From an optimization exercise on the open Yosys and OpenROAD flow, aimed at small area; shortcuts taken in it are not production practice. Where RTL was checked, it was by simulation tests only, not by an equivalence proof against the original. The RTL of run 3 was laid out without a check of its function. No activity file was given, so power comes from the tool's default toggle rates.

[flow/flow/filter_lib.py]
"""Write a copy of the platform's liberty without the cells the platform marks
don't-use, for the logic restructuring step (which reads a liberty file itself)."""
import sys, re
src, dst = sys.argv[1], sys.argv[2]
dont = set(sys.argv[3].split())
text = open(src).read()
out, dropped = [], 0
pos = 0
pat = re.compile(r'\n(\s*)cell\s*\(\s*"?(\w+)"?\s*\)\s*\{')
while True:
    m = pat.search(text, pos)
    if not m:
        out.append(text[pos:])
        break
    # find the end of this cell group by brace counting
    depth, j = 1, m.end()
    while depth:
        c = text[j]
        if c == '{':
            depth += 1
        elif c == '}':
            depth -= 1
        j += 1
    if m.group(2) in dont or re.search(r'_(2|3|4|6|8|12|16)$', m.group(2)):
        out.append(text[pos:m.start()])
        dropped += 1
    else:
        out.append(text[pos:j])
    pos = j
open(dst, 'w').write(''.join(out))
print(f"dropped {dropped} cells")
[flow/flow/restructure.tcl]
# Area recovery on the combinational logic between registers (registers and
# ports untouched), mapped onto the platform's cells minus its don't-use list.
set rmp_dir $::env(RESULTS_DIR)/rmp
file mkdir $rmp_dir
set rmp_lib $rmp_dir/rmp.lib
exec python3 [file join [file dirname [info script]] filter_lib.py] \
  [lindex $::env(LIB_FILES) 0] $rmp_lib $::env(DONT_USE_CELLS) \
  > $::env(RUN_DIR)/filter_lib.log 2>@1
restructure -target area -liberty_file $rmp_lib \
  -tielo_port sky130_fd_sc_hd__conb_1/LO -tiehi_port sky130_fd_sc_hd__conb_1/HI \
  -work_dir $rmp_dir -abc_logfile $::env(RUN_DIR)/restructure_abc.log
[flow/config.mk]
export PLATFORM = sky130hd
export DESIGN_NAME = top
export DESIGN_NICKNAME = top
export VERILOG_FILES = /design/flow/design.v
export SDC_FILE = /design/flow/constraint.sdc
export NUM_CORES = 4
export LEC_CHECK = 0
export ABC_AREA = 1
export CAP_MARGIN = 20
export CORE_MARGIN = 2
export CORE_UTILIZATION = 40
export CTS_BUF_LIST = sky130_fd_sc_hd__clkbuf_8
export SLEW_MARGIN = 20
[flow/flow/run.sh]
#!/bin/bash
# The standard layout with these changes: the port buffers are the
# smallest buffer cell, clock tree synthesis adds no dummy loads, and after
# floorplanning OpenROAD's restructure re-maps the combinational logic for
# area (flow/restructure.tcl). Logs here: standard.log (make's output) and
# filter_lib.log; OpenROAD's output, restructure's included, is in ORFS's own
# logs under orfs/logs.
set -euo pipefail
export RUN_DIR="$PWD"
export BUFFER_PORTS_ARGS="-buffer_cell sky130_fd_sc_hd__buf_1"
export POST_FLOORPLAN_TCL="$PWD/flow/restructure.tcl"
export CTS_ARGS="-sink_clustering_enable -repair_clock_nets -buf_list sky130_fd_sc_hd__clkbuf_8 -dont_use_dummy_load"
bash standard.sh > standard.log 2>&1
[flow/design.v]
module sdm_dac_1st (
    input  logic        clk,
    input  logic        rst_n,
    input  logic        valid_in,
    input  logic [15:0] din,
    output logic        valid_out,
    output logic        dout
);
    logic [17:0] acc, y, t;
    logic [15:0] u;
    logic [16:0] z;    
    logic        s;
    assign s = acc[17];
    assign u = {~din[15], din[14:0]};
    logic sv;
    assign sv = s & valid_in;
    always_comb begin
        z[0] = ~s & valid_in;
        for (int i = 0; i < 16; i++) begin
            z[i+1] = z[i] & ~u[i];
            y[i]   = (u[i] & valid_in) ^ z[i];
        end
        y[16] = sv | z[16];
        y[17] = sv | z[16];
    end
    dac_sum add (.acc(acc), .y(y), .t(t));
    always_ff @(posedge clk or negedge rst_n) begin
        if (!rst_n) begin
            acc       <= '0;
            valid_out <= 1'b0;
        end else begin
            valid_out <= valid_in;
            acc <= t;
        end
    end
    assign dout = s;
endmodule
module dac_sum (
    input  logic [17:0] acc,
    input  logic [17:0] y,
    output logic [17:0] t
);
  logic d_s1;
  logic d_c1;
  logic d_s2;
  logic d_c2;
  logic d_s3;
  logic d_c3;
  logic d_s4;
  logic d_c4;
  logic d_s5;
  logic d_c5;
  logic d_s6;
  logic d_c6;
  logic d_s7;
  logic d_c7;
  logic d_s8;
  logic d_c8;
  logic d_s9;
  logic d_c9;
  logic d_s10;
  logic d_c10;
  logic d_s11;
  logic d_c11;
  logic d_s12;
  logic d_c12;
  logic d_s13;
  logic d_c13;
  logic d_s14;
  logic d_c14;
  logic d_s15;
  logic d_c15;
  logic d_s16;
  logic d_c16;
  logic d_s17;
  logic d_c17;
  logic d_s18;
  logic d_c18;
  assign d_s1 = acc[0] ^ y[0];
  assign d_c1 = acc[0] & y[0];
  assign t[0] = d_s1;
  assign d_s2 = acc[1] ^ y[1] ^ d_c1;
  assign d_c2 = (acc[1] | y[1]) & (acc[1] | d_c1) & (y[1] | d_c1);
  assign t[1] = d_s2;
  assign d_s3 = acc[2] ^ y[2] ^ d_c2;
  assign d_c3 = (acc[2] | y[2]) & (acc[2] | d_c2) & (y[2] | d_c2);
  assign t[2] = d_s3;
  assign d_s4 = acc[3] ^ y[3] ^ d_c3;
  assign d_c4 = (acc[3] | y[3]) & (acc[3] | d_c3) & (y[3] | d_c3);
  assign t[3] = d_s4;
  assign d_s5 = acc[4] ^ y[4] ^ d_c4;
  assign d_c5 = (acc[4] | y[4]) & (acc[4] | d_c4) & (y[4] | d_c4);
  assign t[4] = d_s5;
  assign d_s6 = acc[5] ^ y[5] ^ d_c5;
  assign d_c6 = (acc[5] | y[5]) & (acc[5] | d_c5) & (y[5] | d_c5);
  assign t[5] = d_s6;
  assign d_s7 = acc[6] ^ y[6] ^ d_c6;
  assign d_c7 = (acc[6] | y[6]) & (acc[6] | d_c6) & (y[6] | d_c6);
  assign t[6] = d_s7;
  assign d_s8 = acc[7] ^ y[7] ^ d_c7;
  assign d_c8 = (acc[7] | y[7]) & (acc[7] | d_c7) & (y[7] | d_c7);
  assign t[7] = d_s8;
  assign d_s9 = acc[8] ^ y[8] ^ d_c8;
  assign d_c9 = (acc[8] | y[8]) & (acc[8] | d_c8) & (y[8] | d_c8);
  assign t[8] = d_s9;
  assign d_s10 = acc[9] ^ y[9] ^ d_c9;
  assign d_c10 = (acc[9] | y[9]) & (acc[9] | d_c9) & (y[9] | d_c9);
  assign t[9] = d_s10;
  assign d_s11 = acc[10] ^ y[10] ^ d_c10;
  assign d_c11 = (acc[10] | y[10]) & (acc[10] | d_c10) & (y[10] | d_c10);
  assign t[10] = d_s11;
  assign d_s12 = acc[11] ^ y[11] ^ d_c11;
  assign d_c12 = (acc[11] | y[11]) & (acc[11] | d_c11) & (y[11] | d_c11);
  assign t[11] = d_s12;
  assign d_s13 = acc[12] ^ y[12] ^ d_c12;
  assign d_c13 = (acc[12] | y[12]) & (acc[12] | d_c12) & (y[12] | d_c12);
  assign t[12] = d_s13;
  assign d_s14 = acc[13] ^ y[13] ^ d_c13;
  assign d_c14 = (acc[13] | y[13]) & (acc[13] | d_c13) & (y[13] | d_c13);
  assign t[13] = d_s14;
  assign d_s15 = acc[14] ^ y[14] ^ d_c14;
  assign d_c15 = (acc[14] | y[14]) & (acc[14] | d_c14) & (y[14] | d_c14);
  assign t[14] = d_s15;
  assign d_s16 = acc[15] ^ y[15] ^ d_c15;
  assign d_c16 = (acc[15] | y[15]) & (acc[15] | d_c15) & (y[15] | d_c15);
  assign t[15] = d_s16;
  assign d_s17 = acc[16] ^ y[16] ^ d_c16;
  assign d_c17 = (acc[16] | y[16]) & (acc[16] | d_c16) & (y[16] | d_c16);
  assign t[16] = d_s17;
  assign d_s18 = acc[17] ^ y[17] ^ d_c17;
  assign d_c18 = (acc[17] | y[17]) & (acc[17] | d_c17) & (y[17] | d_c17);
  assign t[17] = d_s18;
endmodule
module comb_decimator (
    input  logic       clk,
    input  logic       rst_n,
    input  logic       valid_in,
    input  logic       din,
    output logic       take,       
    output logic [4:0] blk         
);
    logic [3:0] cnt, cnt_n;
    logic [4:0] blk_n;
    assign take = valid_in & (cnt == 4'd15);
    inc4 ic (.x(cnt), .ci(valid_in), .y(cnt_n));
    inc5 ib (.x(blk), .ci(din & valid_in), .y(blk_n));
    always_ff @(posedge clk or negedge rst_n) begin
        if (!rst_n) begin
            cnt <= 4'd0;
            blk <= 5'b11000;   
        end else begin
            cnt <= cnt_n;
            if (take) blk <= {4'b1100, din};
            else      blk <= blk_n;
        end
    end
endmodule
module inc5 (
    input  logic [4:0] x,
    input  logic ci,
    output logic [4:0] y
);
  logic inc5_s1;
  logic inc5_c1;
  logic inc5_s2;
  logic inc5_c2;
  logic inc5_s3;
  logic inc5_c3;
  logic inc5_s4;
  logic inc5_c4;
  assign inc5_s1 = x[0] ^ ci;
  assign inc5_c1 = x[0] & ci;
  assign y[0] = inc5_s1;
  assign inc5_s2 = x[1] ^ inc5_c1;
  assign inc5_c2 = x[1] & inc5_c1;
  assign y[1] = inc5_s2;
  assign inc5_s3 = x[2] ^ inc5_c2;
  assign inc5_c3 = x[2] & inc5_c2;
  assign y[2] = inc5_s3;
  assign inc5_s4 = x[3] ^ inc5_c3;
  assign inc5_c4 = x[3] & inc5_c3;
  assign y[3] = inc5_s4;
  assign y[4] = (x[4] ^ inc5_c4);
endmodule
module fir_decimator (
    input  logic               clk,
    input  logic               rst_n,
    input  logic               take,
    input  logic [4:0]         blk,
    output logic               valid_out,
    output logic signed [15:0] data_out
);
    logic [4:0]  hold;       
    logic [3:0]  wp;         
    logic        wrapped;    
    logic        v1, v2;     
    logic [3:0]  ph;         
    logic        px, py;     
    logic [1:0]  st;         
    logic        s0;         
    logic        clr;        
    logic [79:0] ring;       
    logic [31:0] acc;
    localparam logic [1:0] IDLE = 2'd0, WAIT = 2'd1, SW1 = 2'd2, SW2 = 2'd3;
    logic [3:0]  n, ph_n, wp_n, kc, k;
    logic        late, run, elig, x_a, y_a, x_b, y_b, use_ring, en, isy, load, f;
    logic [4:0]  o;
    inc4 iph (.x(ph), .ci(1'b1), .y(ph_n));
    inc4 iwp (.x(wp), .ci(take), .y(wp_n));
    assign n    = {wp[3:2], 2'b11};
    assign late = v1 | v2;
    assign run  = st[1];
    sub4 skc (.x(n), .y(ph), .d(kc));
    assign elig = run & (kc != 4'd1) & (kc != 4'd2) & (kc != 4'd3) & (kc != 4'd13);
    assign x_a  = v1 & (wp[1:0] == 2'd3);
    assign y_a  = v2 & (wp[1:0] == 2'd3);
    assign x_b  = px & (ph == wp);
    assign y_b  = py & (ph_n == wp);
    assign use_ring = elig;
    assign isy  = use_ring ? st[0] : (y_a | y_b);
    assign en   = elig | x_a | y_a | x_b | y_b;
    assign k    = use_ring ? kc : {2'b00, ~wp[1:0]};
    assign o    = use_ring ? ring[4:0] : hold;
    assign f    = (use_ring ? (ph == 4'd1) : (wp == 4'd1)) & ~wrapped;
    assign load = clr | (v2 & (wp[1:0] == 2'd0));
    always_ff @(posedge clk or negedge rst_n) begin
        if (!rst_n) begin
            hold    <= '0;
            wp      <= '0;
            wrapped <= 1'b0;
            v1      <= 1'b0;
            v2      <= 1'b0;
            ph      <= '0;
            px      <= 1'b0;
            py      <= 1'b0;
            st      <= IDLE;
            s0      <= 1'b0;
            clr     <= 1'b1;
        end else begin
            ph <= ph_n;
            v1 <= take;
            v2 <= v1;
            wp <= wp_n;
            if (take) begin
                hold    <= blk;
                if (wp == 4'd15) wrapped <= 1'b1;
            end
            if (ph == 4'd15) clr <= 1'b0;
            if (take)     px <= (wp[1:0] == 2'd0) | (wp[1:0] == 2'd1);
            else if (x_b) px <= 1'b0;
            if (take)     py <= (wp[1:0] == 2'd0) | (wp[1:0] == 2'd1);
            else if (y_b) py <= 1'b0;
            if (v2 & (wp[1:0] == 2'd0)) st <= WAIT;
            else if (ph[2:0] == 3'd7 && (st == WAIT || ph[3] != s0)) begin
                s0 <= ph_n[3];
                st <= (st == WAIT) ? SW1 : (st == SW1) ? SW2 : IDLE;
            end
        end
    end
    always_ff @(posedge clk) begin
        ring[74:0]  <= ring[79:5];
        ring[79:75] <= (clr | (ph == wp)) ? hold : ring[4:0];
    end
    logic [14:0] c;
    logic        cneg;
    always_comb begin
        case (k)
            4'd0, 4'd1, 4'd15: c = (k == 4'd0) ? 15'd119 : 15'd197;
            4'd2, 4'd14:       c = 15'd692;
            4'd4, 4'd12:       c = 15'd2613;
            4'd5, 4'd11:       c = 15'd2855;
            4'd6, 4'd10:       c = 15'd5177;
            4'd7, 4'd9:        c = 15'd18681;
            4'd8:              c = 15'd25580;
            default:           c = 15'd0;
        endcase
        cneg = (k == 4'd0) | (k == 4'd4) | (k == 4'd5) | (k == 4'd11) | (k == 4'd12);
    end
    logic [2:0] d1;
    logic       neg, two, one, neg3, one3, enx, e_neg;
    assign d1  = o[4:2] + {2'b00, o[1]};
    assign neg = en & ((isy ? o[1] : d1[2]) ^ cneg);
    assign two = en & (isy ? (o[1] & ~o[0]) : ((d1 == 3'd2) | (d1 == 3'b110)));
    assign one = en & (isy ? o[0] : d1[0]);
    assign enx = en & ~isy;
    always_comb begin
        if (f) begin
            one3  = enx & ~o[4];
            e_neg = 1'b1;
        end else begin
            one3  = enx & ((~o[4] & (o != 5'd0)) | (o == 5'b11000));
            e_neg = ~o[4];
        end
    end
    assign neg3 = one3 & (e_neg ^ cneg);
    logic [15:0] m, t;
    logic [16:0] ap;
    logic [14:0] m3, t3;
    logic [15:0] a3;
    logic [18:0] pp;         
    assign m  = two ? {c, 1'b0} : one ? {1'b0, c} : 16'd0;
    assign t  = m ^ {16{neg}};
    assign ap = {en & ~neg, t};
    assign pp = isy ? {2'b00, ap} : {ap, a3[13:12]};
    assign m3 = one3 ? c : 15'd0;
    assign t3 = m3 ^ {15{neg3}};
    assign a3 = {enx & ~neg3, t3};
    logic [31:0] sum, kload;
    fir_sum add (.acc(acc), .a3({a3[15:14], 2'b00, a3[11:0]}), .pp(pp), .neg12(neg & isy), .neg14(neg & ~isy),
                 .neg3(neg3), .sum(sum));
    localparam logic [31:0] KSTEP  = 32'h40000000 + 32'h10000000 + 32'h00008000;
    localparam logic [31:0] KBASE  = 32'd0 - 32'd15 * KSTEP;
    localparam logic [31:0] KFIRST = 32'd0 - 32'd3 * KSTEP + 32'd692 * 2048;
    assign kload = clr ? KFIRST :
                   KBASE + (wrapped ? 32'd0 : (wp[3] ^ wp[2]) ? 32'd5177 * 2048 : 32'd692 * 2048);
    always_ff @(posedge clk) begin
        if (load) acc[15:0] <= kload[15:0];
        else      acc[15:0] <= sum[15:0];
    end
    always_ff @(posedge clk or negedge rst_n) begin
        if (!rst_n)    acc[31:16] <= '0;
        else if (load) acc[31:16] <= kload[31:16];
        else           acc[31:16] <= sum[31:16];
    end
    assign valid_out = late ? (wp[1:0] == 2'd0) : (wp[1:0] == 2'd3);
    assign data_out  = acc[31:16];
endmodule
module fir_sum (
    input  logic [31:0] acc,
    input  logic [15:0] a3,
    input  logic [18:0] pp,
    input  logic neg12,
    input  logic neg14,
    input  logic neg3,
    output logic [31:0] sum
);
  logic e_s1;
  logic e_c1;
  logic e_s2;
  logic e_c2;
  logic e_s3;
  logic e_c3;
  logic e_s4;
  logic e_c4;
  logic e_s5;
  logic e_c5;
  logic e_s6;
  logic e_c6;
  logic e_s7;
  logic e_c7;
  logic e_s8;
  logic e_c8;
  logic e_s9;
  logic e_c9;
  logic e_s10;
  logic e_c10;
  logic e_s11;
  logic e_c11;
  logic e_s12;
  logic e_c12;
  logic e_s13;
  logic e_c13;
  logic e_s14;
  logic e_c14;
  logic e_s15;
  logic e_c15;
  logic e_s16;
  logic e_c16;
  logic e_s17;
  logic e_c17;
  logic e_s18;
  logic e_c18;
  logic e_s19;
  logic e_c19;
  logic e_s20;
  logic e_c20;
  logic e_s21;
  logic e_c21;
  logic e_s22;
  logic e_c22;
  logic e_s23;
  logic e_c23;
  logic e_s24;
  logic e_c24;
  logic e_s25;
  logic e_c25;
  logic e_s26;
  logic e_c26;
  logic e_s27;
  logic e_c27;
  logic e_s28;
  logic e_c28;
  logic e_s29;
  logic e_c29;
  logic e_s30;
  logic e_c30;
  logic e_s31;
  logic e_c31;
  logic e_s32;
  logic e_c32;
  logic e_s33;
  logic e_c33;
  logic e_s34;
  logic e_c34;
  logic e_s35;
  logic e_c35;
  logic e_s36;
  logic e_c36;
  logic e_s37;
  logic e_c37;
  logic e_s38;
  logic e_c38;
  logic e_s39;
  logic e_c39;
  logic e_s40;
  logic e_c40;
  logic e_s41;
  logic e_c41;
  logic e_s42;
  logic e_c42;
  logic e_s43;
  logic e_c43;
  logic e_s44;
  logic e_c44;
  logic e_s45;
  logic e_c45;
  logic e_s46;
  logic e_c46;
  logic e_s47;
  logic e_c47;
  logic e_s48;
  logic e_c48;
  logic e_s49;
  logic e_c49;
  logic e_s50;
  logic e_c50;
  logic e_s51;
  logic e_c51;
  logic e_s52;
  logic e_c52;
  logic e_s53;
  logic e_c53;
  assign e_s1 = acc[0] ^ a3[0] ^ neg3;
  assign e_c1 = (acc[0] | a3[0]) & (acc[0] | neg3) & (a3[0] | neg3);
  assign sum[0] = e_s1;
  assign e_s2 = acc[1] ^ a3[1] ^ e_c1;
  assign e_c2 = (acc[1] | a3[1]) & (acc[1] | e_c1) & (a3[1] | e_c1);
  assign sum[1] = e_s2;
  assign e_s3 = acc[2] ^ a3[2] ^ e_c2;
  assign e_c3 = (acc[2] | a3[2]) & (acc[2] | e_c2) & (a3[2] | e_c2);
  assign sum[2] = e_s3;
  assign e_s4 = acc[3] ^ a3[3] ^ e_c3;
  assign e_c4 = (acc[3] | a3[3]) & (acc[3] | e_c3) & (a3[3] | e_c3);
  assign sum[3] = e_s4;
  assign e_s5 = acc[4] ^ a3[4] ^ e_c4;
  assign e_c5 = (acc[4] | a3[4]) & (acc[4] | e_c4) & (a3[4] | e_c4);
  assign sum[4] = e_s5;
  assign e_s6 = acc[5] ^ a3[5] ^ e_c5;
  assign e_c6 = (acc[5] | a3[5]) & (acc[5] | e_c5) & (a3[5] | e_c5);
  assign sum[5] = e_s6;
  assign e_s7 = acc[6] ^ a3[6] ^ e_c6;
  assign e_c7 = (acc[6] | a3[6]) & (acc[6] | e_c6) & (a3[6] | e_c6);
  assign sum[6] = e_s7;
  assign e_s8 = acc[7] ^ a3[7] ^ e_c7;
  assign e_c8 = (acc[7] | a3[7]) & (acc[7] | e_c7) & (a3[7] | e_c7);
  assign sum[7] = e_s8;
  assign e_s9 = acc[8] ^ a3[8] ^ e_c8;
  assign e_c9 = (acc[8] | a3[8]) & (acc[8] | e_c8) & (a3[8] | e_c8);
  assign sum[8] = e_s9;
  assign e_s10 = acc[9] ^ a3[9] ^ e_c9;
  assign e_c10 = (acc[9] | a3[9]) & (acc[9] | e_c9) & (a3[9] | e_c9);
  assign sum[9] = e_s10;
  assign e_s11 = acc[10] ^ a3[10] ^ e_c10;
  assign e_c11 = (acc[10] | a3[10]) & (acc[10] | e_c10) & (a3[10] | e_c10);
  assign sum[10] = e_s11;
  assign e_s12 = acc[11] ^ a3[11] ^ e_c11;
  assign e_c12 = (acc[11] | a3[11]) & (acc[11] | e_c11) & (a3[11] | e_c11);
  assign sum[11] = e_s12;
  assign e_s13 = acc[12] ^ pp[0] ^ neg12;
  assign e_c13 = (acc[12] | pp[0]) & (acc[12] | neg12) & (pp[0] | neg12);
  assign e_s14 = e_c12 ^ e_s13;
  assign e_c14 = e_c12 & e_s13;
  assign sum[12] = e_s14;
  assign e_s15 = acc[13] ^ pp[1] ^ e_c13;
  assign e_c15 = (acc[13] | pp[1]) & (acc[13] | e_c13) & (pp[1] | e_c13);
  assign e_s16 = e_c14 ^ e_s15;
  assign e_c16 = e_c14 & e_s15;
  assign sum[13] = e_s16;
  assign e_s17 = acc[14] ^ a3[14] ^ pp[2];
  assign e_c17 = (acc[14] | a3[14]) & (acc[14] | pp[2]) & (a3[14] | pp[2]);
  assign e_s18 = neg14 ^ e_c15 ^ e_c16;
  assign e_c18 = (neg14 | e_c15) & (neg14 | e_c16) & (e_c15 | e_c16);
  assign e_s19 = e_s17 ^ e_s18;
  assign e_c19 = e_s17 & e_s18;
  assign sum[14] = e_s19;
  assign e_s20 = acc[15] ^ a3[15] ^ pp[3];
  assign e_c20 = (acc[15] | a3[15]) & (acc[15] | pp[3]) & (a3[15] | pp[3]);
  assign e_s21 = e_c17 ^ e_c18 ^ e_c19;
  assign e_c21 = (e_c17 | e_c18) & (e_c17 | e_c19) & (e_c18 | e_c19);
  assign e_s22 = e_s20 ^ e_s21;
  assign e_c22 = e_s20 & e_s21;
  assign sum[15] = e_s22;
  assign e_s23 = acc[16] ^ pp[4] ^ e_c20;
  assign e_c23 = (acc[16] | pp[4]) & (acc[16] | e_c20) & (pp[4] | e_c20);
  assign e_s24 = e_c21 ^ e_c22 ^ e_s23;
  assign e_c24 = (e_c21 | e_c22) & (e_c21 | e_s23) & (e_c22 | e_s23);
  assign sum[16] = e_s24;
  assign e_s25 = acc[17] ^ pp[5] ^ e_c23;
  assign e_c25 = (acc[17] | pp[5]) & (acc[17] | e_c23) & (pp[5] | e_c23);
  assign e_s26 = e_c24 ^ e_s25;
  assign e_c26 = e_c24 & e_s25;
  assign sum[17] = e_s26;
  assign e_s27 = acc[18] ^ pp[6] ^ e_c25;
  assign e_c27 = (acc[18] | pp[6]) & (acc[18] | e_c25) & (pp[6] | e_c25);
  assign e_s28 = e_c26 ^ e_s27;
  assign e_c28 = e_c26 & e_s27;
  assign sum[18] = e_s28;
  assign e_s29 = acc[19] ^ pp[7] ^ e_c27;
  assign e_c29 = (acc[19] | pp[7]) & (acc[19] | e_c27) & (pp[7] | e_c27);
  assign e_s30 = e_c28 ^ e_s29;
  assign e_c30 = e_c28 & e_s29;
  assign sum[19] = e_s30;
  assign e_s31 = acc[20] ^ pp[8] ^ e_c29;
  assign e_c31 = (acc[20] | pp[8]) & (acc[20] | e_c29) & (pp[8] | e_c29);
  assign e_s32 = e_c30 ^ e_s31;
  assign e_c32 = e_c30 & e_s31;
  assign sum[20] = e_s32;
  assign e_s33 = acc[21] ^ pp[9] ^ e_c31;
  assign e_c33 = (acc[21] | pp[9]) & (acc[21] | e_c31) & (pp[9] | e_c31);
  assign e_s34 = e_c32 ^ e_s33;
  assign e_c34 = e_c32 & e_s33;
  assign sum[21] = e_s34;
  assign e_s35 = acc[22] ^ pp[10] ^ e_c33;
  assign e_c35 = (acc[22] | pp[10]) & (acc[22] | e_c33) & (pp[10] | e_c33);
  assign e_s36 = e_c34 ^ e_s35;
  assign e_c36 = e_c34 & e_s35;
  assign sum[22] = e_s36;
  assign e_s37 = acc[23] ^ pp[11] ^ e_c35;
  assign e_c37 = (acc[23] | pp[11]) & (acc[23] | e_c35) & (pp[11] | e_c35);
  assign e_s38 = e_c36 ^ e_s37;
  assign e_c38 = e_c36 & e_s37;
  assign sum[23] = e_s38;
  assign e_s39 = acc[24] ^ pp[12] ^ e_c37;
  assign e_c39 = (acc[24] | pp[12]) & (acc[24] | e_c37) & (pp[12] | e_c37);
  assign e_s40 = e_c38 ^ e_s39;
  assign e_c40 = e_c38 & e_s39;
  assign sum[24] = e_s40;
  assign e_s41 = acc[25] ^ pp[13] ^ e_c39;
  assign e_c41 = (acc[25] | pp[13]) & (acc[25] | e_c39) & (pp[13] | e_c39);
  assign e_s42 = e_c40 ^ e_s41;
  assign e_c42 = e_c40 & e_s41;
  assign sum[25] = e_s42;
  assign e_s43 = acc[26] ^ pp[14] ^ e_c41;
  assign e_c43 = (acc[26] | pp[14]) & (acc[26] | e_c41) & (pp[14] | e_c41);
  assign e_s44 = e_c42 ^ e_s43;
  assign e_c44 = e_c42 & e_s43;
  assign sum[26] = e_s44;
  assign e_s45 = acc[27] ^ pp[15] ^ e_c43;
  assign e_c45 = (acc[27] | pp[15]) & (acc[27] | e_c43) & (pp[15] | e_c43);
  assign e_s46 = e_c44 ^ e_s45;
  assign e_c46 = e_c44 & e_s45;
  assign sum[27] = e_s46;
  assign e_s47 = acc[28] ^ pp[16] ^ e_c45;
  assign e_c47 = (acc[28] | pp[16]) & (acc[28] | e_c45) & (pp[16] | e_c45);
  assign e_s48 = e_c46 ^ e_s47;
  assign e_c48 = e_c46 & e_s47;
  assign sum[28] = e_s48;
  assign e_s49 = acc[29] ^ pp[17] ^ e_c47;
  assign e_c49 = (acc[29] | pp[17]) & (acc[29] | e_c47) & (pp[17] | e_c47);
  assign e_s50 = e_c48 ^ e_s49;
  assign e_c50 = e_c48 & e_s49;
  assign sum[29] = e_s50;
  assign e_s51 = acc[30] ^ pp[18] ^ e_c49;
  assign e_c51 = (acc[30] | pp[18]) & (acc[30] | e_c49) & (pp[18] | e_c49);
  assign e_s52 = e_c50 ^ e_s51;
  assign e_c52 = e_c50 & e_s51;
  assign sum[30] = e_s52;
  assign e_s53 = acc[31] ^ e_c51 ^ e_c52;
  assign e_c53 = (acc[31] | e_c51) & (acc[31] | e_c52) & (e_c51 | e_c52);
  assign sum[31] = e_s53;
endmodule
module inc4 (
    input  logic [3:0] x,
    input  logic ci,
    output logic [3:0] y
);
  logic inc4_s1;
  logic inc4_c1;
  logic inc4_s2;
  logic inc4_c2;
  logic inc4_s3;
  logic inc4_c3;
  assign inc4_s1 = x[0] ^ ci;
  assign inc4_c1 = x[0] & ci;
  assign y[0] = inc4_s1;
  assign inc4_s2 = x[1] ^ inc4_c1;
  assign inc4_c2 = x[1] & inc4_c1;
  assign y[1] = inc4_s2;
  assign inc4_s3 = x[2] ^ inc4_c2;
  assign inc4_c3 = x[2] & inc4_c2;
  assign y[2] = inc4_s3;
  assign y[3] = (x[3] ^ inc4_c3);
endmodule
module sub4 (
    input  logic [3:0] x,
    input  logic [3:0] y,
    output logic [3:0] d
);
  logic sb_s1;
  logic sb_c1;
  logic sb_s2;
  logic sb_c2;
  logic sb_s3;
  logic sb_c3;
  logic sb_s4;
  logic sb_c4;
  assign sb_s1 = x[0] ^ ~y[0] ^ 1'b1;
  assign sb_c1 = (x[0] | ~y[0]) & (x[0] | 1'b1) & (~y[0] | 1'b1);
  assign d[0] = sb_s1;
  assign sb_s2 = x[1] ^ ~y[1] ^ sb_c1;
  assign sb_c2 = (x[1] | ~y[1]) & (x[1] | sb_c1) & (~y[1] | sb_c1);
  assign d[1] = sb_s2;
  assign sb_s3 = x[2] ^ ~y[2] ^ sb_c2;
  assign sb_c3 = (x[2] | ~y[2]) & (x[2] | sb_c2) & (~y[2] | sb_c2);
  assign d[2] = sb_s3;
  assign sb_s4 = x[3] ^ ~y[3] ^ sb_c3;
  assign sb_c4 = (x[3] | ~y[3]) & (x[3] | sb_c3) & (~y[3] | sb_c3);
  assign d[3] = sb_s4;
endmodule
module sdm_adc_art (
    input  logic               clk,
    input  logic               rst_n,
    input  logic               valid_in,
    input  logic               din,
    output logic               valid_out,
    output logic signed [15:0] dout
);
    logic       take;
    logic [4:0] blk;
    comb_decimator inst1 (
        .clk(clk), .rst_n(rst_n), .valid_in(valid_in), .din(din),
        .take(take), .blk(blk)
    );
    fir_decimator inst2 (
        .clk(clk), .rst_n(rst_n), .take(take), .blk(blk),
        .valid_out(valid_out), .data_out(dout)
    );
endmodule
module top (
    input  logic              		clk,
    input  logic              		rst_n,
    input  logic              		valid_in_dac,    
    input  logic signed [15 : 0]    audio_in,        
    input  logic              		valid_in_adc,    
    input  logic              		sdm_in,          
    output logic              		valid_out_dac,
    output logic              		sdm_out,
    output logic              		valid_out_adc,
    output logic signed [15 : 0]    audio_out
);
  logic valid_out_dac_int;
  logic sdm_out_int;
  logic valid_out_adc_int;
  logic signed [15 : 0] audio_out_int;
  sdm_dac_1st dac_1st_order (
      .clk       (clk),
      .rst_n     (rst_n),
      .valid_in  (valid_in_dac),
      .din       (audio_in),
      .valid_out (valid_out_dac_int),
      .dout      (sdm_out_int)
  );
  assign valid_out_dac = valid_out_dac_int;
  assign sdm_out       = sdm_out_int;
  assign valid_out_adc = valid_out_adc_int;
  assign audio_out     = audio_out_int;
  sdm_adc_art adc_art (
      .clk       (clk),
      .rst_n     (rst_n),
      .valid_in  (valid_in_adc),
      .din       (sdm_in),
      .valid_out (valid_out_adc_int),
      .dout      (audio_out_int)
  );
endmodule
[flow/standard.sh]
#!/bin/bash
# synth_recipe.tcl (not shown) runs the flow's synth.tcl, then flattens the netlist and writes it again
# the make line also repeats each setting of config.mk as NAME=value (left out here)
make -C /OpenROAD-flow-scripts/flow DESIGN_CONFIG=/design/flow/config.mk WORK_HOME=/design/flow/orfs CLKGATE_MAP_FILE= SYNTH_SCRIPT=/design/flow/synth_recipe.tcl "${@:-finish}"
[flow/constraint.sdc]
create_clock -name core_clock -period 20.0 [get_ports {clk}]
set_input_delay 4.0000 -clock core_clock [delete_from_list [all_inputs] [get_ports {clk}]]
set_output_delay 4.0000 -clock core_clock [all_outputs]
set_load 0.01 [all_outputs]
==> results.ini, run 1 <==
[floorplanning]
num_rows=52
start_util_pct=40.7
die_y_um=147
die_w_um=147

[synth]
synth_cell_types=38
synth-edff-count=0
async_flop_share_pct=40.7
synth_ff_type=dfxtp_1
synth_common_cells=nand2_1 (219), inv_1 (142), dfxtp_1 (96)
syn_area_per_cell_um2=8.84
synthTopCellsByArea=dfxtp_1 (23%), dfrtp_1 (19%), fa_1 (12%)
netlist_area_um2=8230
synth-seq-cells=162
syn_inst=931
yosysTopAreaCellShare_pct=23.4
synth_most_common_cell=nand2_1
synth_warnings=3
yosysSeqAreaShare_pct=43.5
yosysTopAreaCell=dfxtp_1
synth_fp_nets=1041

[outcome]
first-error=[ERROR RMP-0006] Error executing ABC command source /design/flow/orfs/results/sky130hd/top/base/rmp/top0ord_abc_script.tcl.
lastStage=floorplan (2_1_floorplan)
outcome=stopped before the end

[cells by family after synthesis]
| kind of cell | share of synthesized area (%) |
|---|---|
| simple gates | 23.0 |
| buf+inv | 9.49 |
| flops | 43.5 |
| fa+ha+maj | 18.0 |
| compound gates | 3.88 |
| xor+xnor | 2.13 |
==> run 2, diff against run 1 <==
--- a/flow/design.v
+++ b/flow/design.v
@@ -208,6 +208,7 @@
     inc4 iph (.x(ph), .ci(1'b1), .y(ph_n));
     inc4 iwp (.x(wp), .ci(take), .y(wp_n));
     assign n    = {wp[3:2], 2'b11};
+    assign clr  = (st == SW2) & (wp == 4'd0) & ~wrapped;
     assign late = v1 | v2;
     assign run  = st[1];
     sub4 skc (.x(n), .y(ph), .d(kc));
@@ -233,9 +234,8 @@
             ph      <= '0;
             px      <= 1'b0;
             py      <= 1'b0;
-            st      <= IDLE;
+            st      <= SW2;      
             s0      <= 1'b0;
-            clr     <= 1'b1;
         end else begin
             ph <= ph_n;
             v1 <= take;
@@ -245,7 +245,6 @@
                 hold    <= blk;
                 if (wp == 4'd15) wrapped <= 1'b1;
             end
-            if (ph == 4'd15) clr <= 1'b0;
             if (take)     px <= (wp[1:0] == 2'd0) | (wp[1:0] == 2'd1);
             else if (x_b) px <= 1'b0;
             if (take)     py <= (wp[1:0] == 2'd0) | (wp[1:0] == 2'd1);
--- a/flow/flow/filter_lib.py
+++ b/flow/flow/filter_lib.py
@@ -21,7 +21,7 @@
         elif c == '}':
             depth -= 1
         j += 1
-    if m.group(2) in dont or re.search(r'_(2|3|4|6|8|12|16)$', m.group(2)):
+    if m.group(2) in dont:
         out.append(text[pos:m.start()])
         dropped += 1
     else:
==> results.ini, run 2 <==
[clock_network]
numCtsBuffers=17
cts.sinks=161
clk_pin_slew_ns=0.10
clockBufferDepth=2
tritoncts=yes
cts_hold_buf=0
clock_latency_ns=0.45
root_buffer=clkbuf_8
htreeDepth=4
cts_resized=0
post-cts-setup-buffer-count=0

[grt]
grt_usage_pct=14.2
antenna_found_initial=0
gr-total-overflow=0
grt_pass1_wl_mm=25.2
first_global_vias=5261
grt_max_degree=66

[floorplanning]
core_area_um2=20200
die_w_um=148
io-pin-count=40
dieArea_um2=21800
start_util_pct=40.9
die_y_um=148
num_rows=52

[setup_path]
max_stage_delay_ns=0.58
cp-end-kind=register
critPathKind=reg2reg
critPathArrivalTime_ns=13.39
cpMostUsedCell=nor2_1
crit_required_ns=20.31
cp_max_fo=20
crit_slowest_cell=nor2_1
cp-start-kind=register

[placement]
dp.cells=1172
dp_hpwl_mm=11.0
routabilityCongestion=0.875
portBuffers=39
pre_cts_slack_ns=7.15

[drt]
drt-total-wl_mm=14.9
drt_iter0_drc=350
via_per_inst=5.00
drc=0
ant_nets=0
wl_per_cell_um=12.5
firstDrtPassIters=5
dr_total_vias=5942

[synth]
synth_fp_nets=1042
netlist_area_um2=8270
async_flop_share_pct=40.4
synth_warnings=3
syn_inst=930
synthTopCellsByArea=dfxtp_1 (23%), dfrtp_1 (18%), fa_1 (12%)
yosysTopAreaCell=dfxtp_1
synth-seq-cells=161
synth-edff-count=0
synth_cell_types=37
syn_area_per_cell_um2=8.89
yosysSeqAreaShare_pct=43.0
synth_most_common_cell=nand2_1
synth_ff_type=dfxtp_1
synth_common_cells=nand2_1 (216), inv_1 (141), dfxtp_1 (96)
yosysTopAreaCellShare_pct=23.2

[power]
ir_worst_vdd_v=0.0000593
p_total_mw=1.44
p_per_area_nw_per_um2=182
leakage_nw=2.95

[finish]
largest-register=adc_art.inst2.ring
layout.nets=942
drive_gt1_share_pct=3.05
diodes=0
area_delta_synth_final_pct=-4.22
final_cell_mix=nor2_1 (133), o21ai_0 (119), dfxtp_1 (96)
largest_reg_flops=80
final_common_cell=nor2_1
final_cell_count_no_fill=1189
top_regs=adc_art.inst2.ring: 80 flops, adc_art.inst2.acc: 32 flops, dac_1st_order.acc: 18 flops

[sta]
finalCritPeriodShare_pct=65.4
worst_pin_slew_ns=0.838
finalClockSkew_ns=0.0437
fmax_ghz=0.0765
fin_ws_ns=6.92
layout_min_cycle_time_ns=13.08
tns_ns=0
finalHoldViolCount=0
finalMaxSlewViolations=0
maxSlewHeadroom_pct=44.1
rsz0062_at_grt=false
finalSetupViolations=0

[outcome]
outcome=no timing/DRC/antenna violations

[flow_run]
maxCapViolCount=0

[min_path]
holdCritPathClass=reg2reg

-- run 2: path summary, 6_finish.rpt --
kind,start,to,cells after the start,slack (ns)
setup / recovery,adc_art.inst2.wp[3],adc_art.inst2.acc[30],62,6.92
hold / removal,adc_art.inst2.ring[72],adc_art.inst2.ring[67],0,0.31
setup reg to reg,adc_art.inst2.wp[3],adc_art.inst2.acc[30],62,6.92
hold reg to reg,adc_art.inst2.ring[72],adc_art.inst2.ring[67],0,0.31
max in group asynchronous,rst_n,adc_art.inst2.hold[2],2,15.67
min in group asynchronous,rst_n,adc_art.inst2.acc[26],2,3.74
-- run 2: kinds of logic (layout without fill, tap and decap cells) --
logic type	count (synthesis)	in the layout	share of synthesized area [%]
AO/OA/AOI/OAI	62	332	3.90
XOR/XNOR	19	18	2.01
adder cells (fa/ha/maj)	91	0	18.2
buffers and inverters	181	145	9.67
flip-flops	161	161	43.0
AND/OR/NAND/NOR	416	263	23.2
-- run 2: layer usage --
layer	share of wire, %	up-vias	track usage [%]
li1	-	3196	-
met1	52	2635	20.1
met2	43	96	21.8
met3	3.4	15	3.27
met4	1.4	0	4.23
met5	0	-	0
-- run 2: cell type report --
class                      count  area [µm²]
timing repair buffer          45         193
inverter                      83         312
multi-input combinational    613        3290
tap                          270         338
sequential                   161        3550
clock buffer                  17         234
fill                        2029       12300
-- run 2: metrics by stage --
step / instance area (µm²) / util, % / hold slack [ns]
after floorplan: 8270 / - / 0.310
after global placement: 7690 / 38.0 / 0.310
after detailed placement: 7690 / 38.0 / 0.312
after CTS: 7920 / 39.1 / 0.312
after global routing: 7920 / 39.1 / 0.318
final: 7920 / 39.1 / 0.311
-- run 2: critical path, delay by kind of cell (launching register included) --
kind | cells | cell delay (ns)
DFF | 1 | 0.41
AOI/OAI and AO/OA | 23 | 5.12
buffers and inverters | 8 | 1.71
and+or+nand+nor | 30 | 5.49
xor gates and xnor gates | 1 | 0.24
-- run 2: power breakdown --
group / internal [mW] / leakage (nW) / switching, mW / total [mW]
clock: 0.0750 / 0.122 / 0.0976 / 0.173
sequential: 0.441 / 1.56 / 0.0633 / 0.505
combinational: 0.297 / 1.27 / 0.468 / 0.765
total: 0.813 / 2.95 / 0.629 / 1.44
==> run 3, diff against run 2 <==
--- a/flow/design.v
+++ b/flow/design.v
@@ -12,16 +12,14 @@
     logic        s;
     assign s = acc[17];
     assign u = {~din[15], din[14:0]};
-    logic sv;
-    assign sv = s & valid_in;
     always_comb begin
-        z[0] = ~s & valid_in;
+        z[0] = ~s;
         for (int i = 0; i < 16; i++) begin
             z[i+1] = z[i] & ~u[i];
-            y[i]   = (u[i] & valid_in) ^ z[i];
+            y[i]   = u[i] ^ z[i];
         end
-        y[16] = sv | z[16];
-        y[17] = sv | z[16];
+        y[16] = s | z[16];
+        y[17] = s | z[16];
     end
     dac_sum add (.acc(acc), .y(y), .t(t));
     always_ff @(posedge clk or negedge rst_n) begin
@@ -30,7 +28,7 @@
             valid_out <= 1'b0;
         end else begin
             valid_out <= valid_in;
-            acc <= t;
+            if (valid_in) acc <= t;
         end
     end
     assign dout = s;
@@ -208,7 +206,6 @@
     inc4 iph (.x(ph), .ci(1'b1), .y(ph_n));
     inc4 iwp (.x(wp), .ci(take), .y(wp_n));
     assign n    = {wp[3:2], 2'b11};
-    assign clr  = (st == SW2) & (wp == 4'd0) & ~wrapped;
     assign late = v1 | v2;
     assign run  = st[1];
     sub4 skc (.x(n), .y(ph), .d(kc));
@@ -234,8 +231,9 @@
             ph      <= '0;
             px      <= 1'b0;
             py      <= 1'b0;
-            st      <= SW2;      
+            st      <= IDLE;
             s0      <= 1'b0;
+            clr     <= 1'b1;
         end else begin
             ph <= ph_n;
             v1 <= take;
@@ -245,6 +243,7 @@
                 hold    <= blk;
                 if (wp == 4'd15) wrapped <= 1'b1;
             end
+            if (ph == 4'd15) clr <= 1'b0;
             if (take)     px <= (wp[1:0] == 2'd0) | (wp[1:0] == 2'd1);
             else if (x_b) px <= 1'b0;
             if (take)     py <= (wp[1:0] == 2'd0) | (wp[1:0] == 2'd1);
@@ -292,22 +291,22 @@
         end
     end
     assign neg3 = one3 & (e_neg ^ cneg);
-    logic [15:0] m, t;
-    logic [16:0] ap;
+    logic [16:0] cx;
+    logic [17:0] m, t;
     logic [14:0] m3, t3;
     logic [15:0] a3;
     logic [18:0] pp;         
-    assign m  = two ? {c, 1'b0} : one ? {1'b0, c} : 16'd0;
-    assign t  = m ^ {16{neg}};
-    assign ap = {en & ~neg, t};
-    assign pp = isy ? {2'b00, ap} : {ap, a3[13:12]};
+    assign cx = isy ? {2'b00, c} : {c, 2'b00};
+    assign m  = two ? {cx, 1'b0} : one ? {1'b0, cx} : 18'd0;
+    assign t  = m ^ {18{neg}};
+    assign pp = {en & ~neg, t};
     assign m3 = one3 ? c : 15'd0;
     assign t3 = m3 ^ {15{neg3}};
     assign a3 = {enx & ~neg3, t3};
     logic [31:0] sum, kload;
-    fir_sum add (.acc(acc), .a3({a3[15:14], 2'b00, a3[11:0]}), .pp(pp), .neg12(neg & isy), .neg14(neg & ~isy),
+    fir_sum add (.acc(acc), .a3(a3), .pp(pp), .neg12(neg), .neg14(1'b0),
                  .neg3(neg3), .sum(sum));
-    localparam logic [31:0] KSTEP  = 32'h40000000 + 32'h10000000 + 32'h00008000;
+    localparam logic [31:0] KSTEP  = 32'h40000000 + 32'h40000000 + 32'h00008000;
     localparam logic [31:0] KBASE  = 32'd0 - 32'd15 * KSTEP;
     localparam logic [31:0] KFIRST = 32'd0 - 32'd3 * KSTEP + 32'd692 * 2048;
     assign kload = clr ? KFIRST :
@@ -475,15 +474,15 @@
   assign e_s12 = acc[11] ^ a3[11] ^ e_c11;
   assign e_c12 = (acc[11] | a3[11]) & (acc[11] | e_c11) & (a3[11] | e_c11);
   assign sum[11] = e_s12;
-  assign e_s13 = acc[12] ^ pp[0] ^ neg12;
-  assign e_c13 = (acc[12] | pp[0]) & (acc[12] | neg12) & (pp[0] | neg12);
-  assign e_s14 = e_c12 ^ e_s13;
-  assign e_c14 = e_c12 & e_s13;
+  assign e_s13 = acc[12] ^ a3[12] ^ pp[0];
+  assign e_c13 = (acc[12] | a3[12]) & (acc[12] | pp[0]) & (a3[12] | pp[0]);
+  assign e_s14 = neg12 ^ e_c12 ^ e_s13;
+  assign e_c14 = (neg12 | e_c12) & (neg12 | e_s13) & (e_c12 | e_s13);
   assign sum[12] = e_s14;
-  assign e_s15 = acc[13] ^ pp[1] ^ e_c13;
-  assign e_c15 = (acc[13] | pp[1]) & (acc[13] | e_c13) & (pp[1] | e_c13);
-  assign e_s16 = e_c14 ^ e_s15;
-  assign e_c16 = e_c14 & e_s15;
+  assign e_s15 = acc[13] ^ a3[13] ^ pp[1];
+  assign e_c15 = (acc[13] | a3[13]) & (acc[13] | pp[1]) & (a3[13] | pp[1]);
+  assign e_s16 = e_c13 ^ e_c14 ^ e_s15;
+  assign e_c16 = (e_c13 | e_c14) & (e_c13 | e_s15) & (e_c14 | e_s15);
   assign sum[13] = e_s16;
   assign e_s17 = acc[14] ^ a3[14] ^ pp[2];
   assign e_c17 = (acc[14] | a3[14]) & (acc[14] | pp[2]) & (a3[14] | pp[2]);
==> flow/flow/run.sh (replaced) <==
#!/bin/bash
# The standard layout with these changes: the port buffers are the
# smallest buffer cell, clock tree synthesis adds no dummy loads, and after
# floorplanning OpenROAD's restructure re-maps the combinational logic for
# area (flow/restructure.tcl). Logs here: standard.log (make), filter_lib.log,
# restructure_abc.log; ORFS's own logs are under orfs/logs.
set -euo pipefail
export RUN_DIR="$PWD"
export BUFFER_PORTS_ARGS="-buffer_cell sky130_fd_sc_hd__buf_1"
export POST_FLOORPLAN_TCL="$PWD/flow/restructure.tcl"
export CTS_ARGS="-sink_clustering_enable -repair_clock_nets -buf_list sky130_fd_sc_hd__clkbuf_8 -dont_use_dummy_load"
bash standard.sh > standard.log 2>&1
--- a/flow/flow/filter_lib.py
+++ b/flow/flow/filter_lib.py
@@ -4,7 +4,9 @@
 src, dst = sys.argv[1], sys.argv[2]
 dont = set(sys.argv[3].split())
 text = open(src).read()
-out, dropped = [], 0
+out, i, dropped = [], 0, 0
+
+
 pos = 0
 pat = re.compile(r'\n(\s*)cell\s*\(\s*"?(\w+)"?\s*\)\s*\{')
 while True:
--- a/flow/config.mk
+++ b/flow/config.mk
@@ -5,7 +5,6 @@
 export SDC_FILE = /design/flow/constraint.sdc
 export NUM_CORES = 4
 export LEC_CHECK = 0
-export ABC_AREA = 1
 export CAP_MARGIN = 20
 export CORE_MARGIN = 2
 export CORE_UTILIZATION = 40
==> results.ini, run 3 <==
[drt]
via_per_inst=5.12
wl_per_cell_um=13.0
drt-total-wl_mm=15.8
dr_total_vias=6253
ant_nets=0
drt_iter0_drc=409
firstDrtPassIters=5
drc=0

[synth]
syn_area_per_cell_um2=11.0
synth_compound_area_share_pct=8.71
synthMuxAreaShare_pct=3.38
synth_common_cells=dfxtp_1 (96), inv_1 (73), nand2_1 (64)
syn_inst=738
netlist_area_um2=8100
synthTopCellsByArea=dfxtp_1 (24%), dfrtp_1 (19%), fa_1 (13%)
synth_top_family_by_area=adder cells
synth_most_common_cell=dfxtp_1
synth-xor-area-share_pct=6.21
yosysTopAreaCellShare_pct=23.7
async_flop_share_pct=40.7
synthAdderAreaFrac_pct=21.1
synth_cell_types=65
synth-edff-count=0
yosys.area_share.simple_pct=9.92
synth-seq-cells=162
synth_ff_type=dfxtp_1
yosysSeqAreaShare_pct=44.2
synth_fp_nets=865
yosysTopAreaCell=dfxtp_1
synth_warnings=3

[floorplanning]
io-pin-count=40
num_rows=52
core_area_um2=20000
start_util_pct=40.4
dieArea_um2=21400
die_y_um=146
die_w_um=146

[grt]
grt_max_degree=67
grt_pass1_wl_mm=26.9
first_global_vias=5575
grt_usage_pct=15.4
gr-total-overflow=0
antenna_found_initial=0

[sta]
finalSetupViolations=0
layout_min_cycle_time_ns=13.34
fin_ws_ns=6.66
fmax_ghz=0.0749
finalClockSkew_ns=0.0284
finalHoldViolCount=0
maxSlewHeadroom_pct=32.5
worst_pin_slew_ns=1.01
finalMaxSlewViolations=0
rsz0062_at_grt=false
finalCritPeriodShare_pct=66.7
timing.hold.ws_ns=0.303
tns_ns=0

[clock_network]
cts_hold_buf=0
clockBufferDepth=2
clk_pin_slew_ns=0.09
cts.sinks=162
cts_resized=0
tritoncts=yes
clock_latency_ns=0.44
root_buffer=clkbuf_8
htreeDepth=4
numCtsBuffers=17
post-cts-setup-buffer-count=0

[finish]
layout.nets=974
largest_reg_flops=80
final_cell_mix=nor2_1 (133), nand2_1 (101), dfxtp_1 (96), o21ai_0 (96), clkinv_1 (92)
final_common_cell=nor2_1
largest-register=adc_art.inst2.ring
area_delta_synth_final_pct=0.479
diodes=0
drive_gt1_share_pct=2.63
top_regs=adc_art.inst2.ring: 80 flops, adc_art.inst2.acc: 32 flops, dac_1st_order.acc: 18 flops

[power]
switching_share_pct=44.7
sequentialPowerShare_pct=33.9
p_int_mw=0.817
ir_worst_vdd_v=0.0000663
power_frac_clock_pct=11.8
combinationalPowerShare_pct=54.4
switchingPower_mw=0.661
leakage_nw=3.14
p_per_area_nw_per_um2=182

[placement]
routabilityCongestion=0.938
portBuffers=39
dp_hpwl_mm=11.5
pre_cts_slack_ns=6.91

[setup_path]
rrSetupSlack_ns=6.66
reg2reg_to=adc_art.inst2.acc[31]
cp_max_fo=14
cp_num_buf_inv=6
cp-start-kind=register
path_delay_family=compound AO/OA/AOI/OAI gates
crit_required_ns=20.30
max_stage_delay_ns=0.84
cpMostUsedCell=nor2_1
r2r_cells=65
critPathKind=reg2reg
cp-end-kind=register
critPathArrivalTime_ns=13.64
timing.rr.start=adc_art.inst2.ph[3]
crit_slowest_cell=a2bb2oi_1

[min_path]
hp-start=adc_art.inst2.ring[76]
hold_depth=0
holdCritPathClass=reg2reg
whs_endpoint=adc_art.inst2.ring[71]

[flow_run]
maxCapViolCount=0

[outcome]
outcome=no timing/DRC/antenna violations

==> run 3: cell count changes in the layout (fill, tap and decap cells not counted), sizes merged, moves of 6 or more <==
cell | before | now
a211oi | 4 | 10
xor2 | 3 | 9
xnor2 | 15 | 5
or2 | 9 | 18
o22a | 13 | 4
clkinv | 83 | 92
o2bb2ai | 6 | 15
o221ai | 1 | 10
nand2 | 73 | 101
a21oi | 70 | 62
o32ai | 7 | 18
o21ai | 119 | 97
a31oi | 17 | 3
==> run 3: cell type report <==
type | instances | area, µm²
Fill cell | 2030 | 11900
Sequential cell | 162 | 3580
Multi-Input combinational cell | 637 | 3470
Inverter | 92 | 345
Tap cell | 270 | 338
Clock buffer | 17 | 234
Timing Repair Buffer | 43 | 178
==> run 3: layer usage <==
| layer | track usage (%) | up-vias | share of wire, % |
|---|---|---|---|
| met5 | 0 | - | 0 |
| met1 | 22.5 | 2813 | 52 |
| li1 | - | 3315 | - |
| met4 | 5.10 | 0 | 1.2 |
| met3 | 3.31 | 15 | 3.8 |
| met2 | 22.6 | 110 | 43 |
==> run 3: cells by family after synthesis <==
family | Yosys count
XOR/XNOR | 53
AND/OR/NAND/NOR | 171
flip-flops | 162
buffers and inverters | 115
multiplexers | 26
adder cells (fa/ha/maj) | 106
AO/OA/AOI/OAI | 105
==> run 3: metrics by stage <==
step	power [mW]	instance area, µm²	std cells	utilization [%]
after floorplan	0.936	8100	738	-
after global placement	1.29	7910	1204	39.4
after detailed placement	1.30	7910	1204	39.4
after CTS	1.48	8140	1221	40.6
after global routing	1.63	8140	1221	40.6
final	1.48	8140	1221	40.6
==> run 3: worst max path at each step <==
stage	from	endpoint	slack [ns]	depth (start not counted)
2_1_floorplan	adc_art.inst2.ph[0]	adc_art.inst2.acc[31]	7.35	53
3_3_place_gp	adc_art.inst2.ph[3]	adc_art.inst2.acc[31]	7.40	68
3_5_place_dp	adc_art.inst2.ph[3]	adc_art.inst2.acc[31]	6.91	65
4_1_cts	adc_art.inst2.ph[3]	adc_art.inst2.acc[31]	6.82	65
5_1_grt	adc_art.inst2.ph[3]	adc_art.inst2.acc[31]	4.78	64
6_report	adc_art.inst2.ph[3]	adc_art.inst2.acc[31]	6.66	65
==> run 3: power groups by stage <==
stage,Sequential (mW),Clock (mW),Combinational (mW)
finish,0.500,0.174,0.804
CTS,0.502,0.184,0.797
detailed placement,0.507,0,0.795
global placement,0.506,0,0.785
global route,0.516,0.194,0.925
floorplan,0.455,0,0.481

==> port drivers added, routing unchanged <==
The results above use ideal ports. As a check the final layouts listed here were re-extracted and re-timed, cells and wires unchanged.
Step 1, drivers: a clkbuf_16 drives clk and a buf_2 each remaining input, both assumed.
Step 2 times the ports against the registers' clock, not the clock port: input delays grow and output delays shrink by t, the midpoint of the rising clock arrivals with the driver on.
a / b / c = ideal ports / drivers / drivers and shift; a / b = the first two.
| run | t (ns) | setup slack, ns | latest minus earliest clock arrival (ns) | worst slew at a driven data input, ns |
|---|---|---|---|---|
| run 2 | 0.469 | 6.921 / 6.921 / 6.921 | 0.044 / 0.043 | 0.04 |
| run 3 | 0.465 | 6.657 / 6.657 / 6.657 | 0.037 / 0.037 | 0.04 |
After both steps every run listed still meets setup and hold.
